From an optimization exercise on the open Yosys and OpenROAD flow, aimed at small area and a short achievable clock period; shortcuts taken in it are not production practice. The RTL was checked by simulation tests, not by an equivalence proof against the original design. Power is estimated from default activity; no workload was simulated.

v6:
Design a25_execute, start of the top module:
module a25_execute (
input                       i_clk,
input                       i_rst,                       
input                       i_core_stall,                
input                       i_mem_stall,                 
output                      o_exec_stall,                
input       [31:0]          i_wb_read_data,              
input                       i_wb_read_data_valid,        
input       [10:0]          i_wb_load_rd,                
input       [31:0]          i_copro_read_data,           
input                       i_decode_iaccess,            
input                       i_decode_daccess,            
input       [7:0]           i_decode_load_rd,            
output reg  [31:0]          o_copro_write_data,
output reg  [31:0]          o_write_data,
output reg  [31:0]          o_iaddress,
output      [31:0]          o_iaddress_nxt,              
output reg                  o_iaddress_valid,      
output reg  [31:0]          o_daddress,          
output      [31:0]          o_daddress_nxt,              
output reg                  o_daddress_valid,      
output reg                  o_adex,                
output reg                  o_priviledged,         
output reg                  o_exclusive,           
output reg                  o_write_enable,
output reg  [3:0]           o_byte_enable,
output reg  [8:0]           o_exec_load_rd,        
output      [31:0]          o_status_bits,               
output                      o_multiply_done,
  ...
==> flow/config.mk <==
export PLATFORM = sky130hd
export DESIGN_NAME = a25_execute
export DESIGN_NICKNAME = a25_execute
export VERILOG_FILES = /design/flow/design.v
export SDC_FILE = /design/flow/constraint.sdc
export NUM_CORES = 4
export LEC_CHECK = 0
export ABC_AREA = 1
export CAP_MARGIN = 20
export CORE_MARGIN = 2
export CORE_UTILIZATION = 35
export PLACE_DENSITY = 0.5
export SETUP_SLACK_MARGIN = 4
export SLEW_MARGIN = 20
export TNS_END_PERCENT = 20
==> flow/constraint.sdc <==
create_clock -name core_clock -period 18.0 [get_ports {i_clk}]
set_input_delay 3.6000 -clock core_clock [delete_from_list [all_inputs] [get_ports {i_clk}]]
set_output_delay 3.6000 -clock core_clock [all_outputs]
set_load 0.01 [all_outputs]
run.sh (not shown) runs the stock make flow with config.mk's settings and CLKGATE_MAP_FILE= SYNTH_SCRIPT=/design/flow/synth_recipe.tcl, a recipe that flattens the netlist after the stock synthesis.
| v6 | all stages done | FAIL | max-capacitance violations, max-slew violations |
The inputs of v7 differ from those of v6 as listed below.
Settings: SETUP_SLACK_MARGIN changed from 4 to 2; CORE_UTILIZATION changed from 35 to 30; PLACE_DENSITY changed from 0.5 to 0.45; TNS_END_PERCENT removed (was 20).
--- outcome ---
- Going from v6 to v7, clock buffer count grew by more than 10%.
- Switching power | v7 below v6
- Compared to v6, v7 shows a narrower setup margin.
- v7 reached the end of the flow, and the finished layout is clean on the timing, DRC and antenna checks.
- In v7, the area added between synthesis and finish came out 5.4 points below the value in v6.


main:
Starting RTL as in the previous note.
==> flow/config.mk <==
export PLATFORM = sky130hd
export DESIGN_NAME = a25_execute
export DESIGN_NICKNAME = a25_execute
export VERILOG_FILES = /design/flow/design.v
export SDC_FILE = /design/flow/constraint.sdc
export NUM_CORES = 4
export LEC_CHECK = 0
export ABC_AREA = 1
export CAP_MARGIN = 20
export CELL_PAD_IN_SITES_DETAIL_PLACEMENT = 1
export CELL_PAD_IN_SITES_GLOBAL_PLACEMENT = 2
export CORE_MARGIN = 2
export CORE_UTILIZATION = 30
export PLACE_DENSITY = 0.45
export SETUP_SLACK_MARGIN = 4
export SLEW_MARGIN = 20
export TNS_END_PERCENT = 5
==> flow/constraint.sdc <==
create_clock -name core_clock -period 18.0 [get_ports {i_clk}]
set_input_delay 3.6000 -clock core_clock [delete_from_list [all_inputs] [get_ports {i_clk}]]
set_output_delay 3.6000 -clock core_clock [all_outputs]
set_load 0.01 [all_outputs]
main: all stages complete, timing, DRC and antenna checks passed
diff inputs: main => the feature branch
# main
export LEC_CHECK = 0
export ABC_AREA = 1
export CAP_MARGIN = 20
export CELL_PAD_IN_SITES_DETAIL_PLACEMENT = 1
export CELL_PAD_IN_SITES_GLOBAL_PLACEMENT = 2
export CORE_MARGIN = 2
export CORE_UTILIZATION = 30
export PLACE_DENSITY = 0.45
export SETUP_SLACK_MARGIN = 4
export SLEW_MARGIN = 20
export TNS_END_PERCENT = 5
create_clock -name core_clock -period 18.0 [get_ports {i_clk}]
# the feature branch
export LEC_CHECK = 0
export ABC_AREA = 1
export CAP_MARGIN = 20
export CELL_PAD_IN_SITES_DETAIL_PLACEMENT = 1
export CELL_PAD_IN_SITES_GLOBAL_PLACEMENT = 2
export CORE_MARGIN = 2
export CORE_UTILIZATION = 30
export PLACE_DENSITY = 0.45
export SETUP_SLACK_MARGIN = 4
export SLEW_MARGIN = 20
export TNS_END_PERCENT = 20
create_clock -name core_clock -period 18.0 [get_ports {i_clk}]
## What came out
The feature branch: PASS, flow complete, no timing, DRC or antenna violations. Total non-filler cell area in the finished layout of main is on par with the feature branch. First element of the critical path: i_rn_sel[1] -> the feature branch, i_rn_sel[3] -> main. Going from main to the feature branch, worst setup slack stayed essentially flat; post-cts sizing count went up by 0.46%; sequential share of layout area essentially unchanged; count of non-CTS buffers in the layout roughly the same. Compared main against the feature branch; sum of negative setup slack within noise. main → the feature branch: tightest hold margin has remained practically unchanged; total power has remained practically unchanged. Between main and the feature branch, the clock distribution area overhead in the final layout figures differ only marginally.

port drivers added, routing unchanged:
Ports are ideal in the flow. The routed layouts listed here were re-timed in OpenROAD. Step 1: set_driving_cell puts a clkbuf_16 on i_clk and a buf_2 on each other input, an assumption about the parent block. Step 2 moves the port delays by t, midway between the first and last clock arrival at a register: inputs arrive t later, outputs are due t later. That takes back most of the time a late clock gives input paths. Three values: no drivers, after step 1, after step 2; two values: the first two.
run | t, ns | slack for setup (ns) | slew at the worst register clock pin (ns) | cell pins on the clock port's net
v6 | 0.985 | 3.342 / 3.340 / 2.402 | 0.08 / 0.08 | 1
v7 | 1.014 | 1.950 / 1.831 / 1.851 | 0.07 / 0.07 | 1
main | 1.024 | 3.296 / 3.167 / 3.167 | 0.07 / 0.07 | 1
the feature branch | 1.035 | 3.297 / 3.180 / 3.180 | 0.07 / 0.07 | 1
The setup slack of v6, which loses most, moves by -0.002 ns with the drivers and by -0.940 ns with both steps.
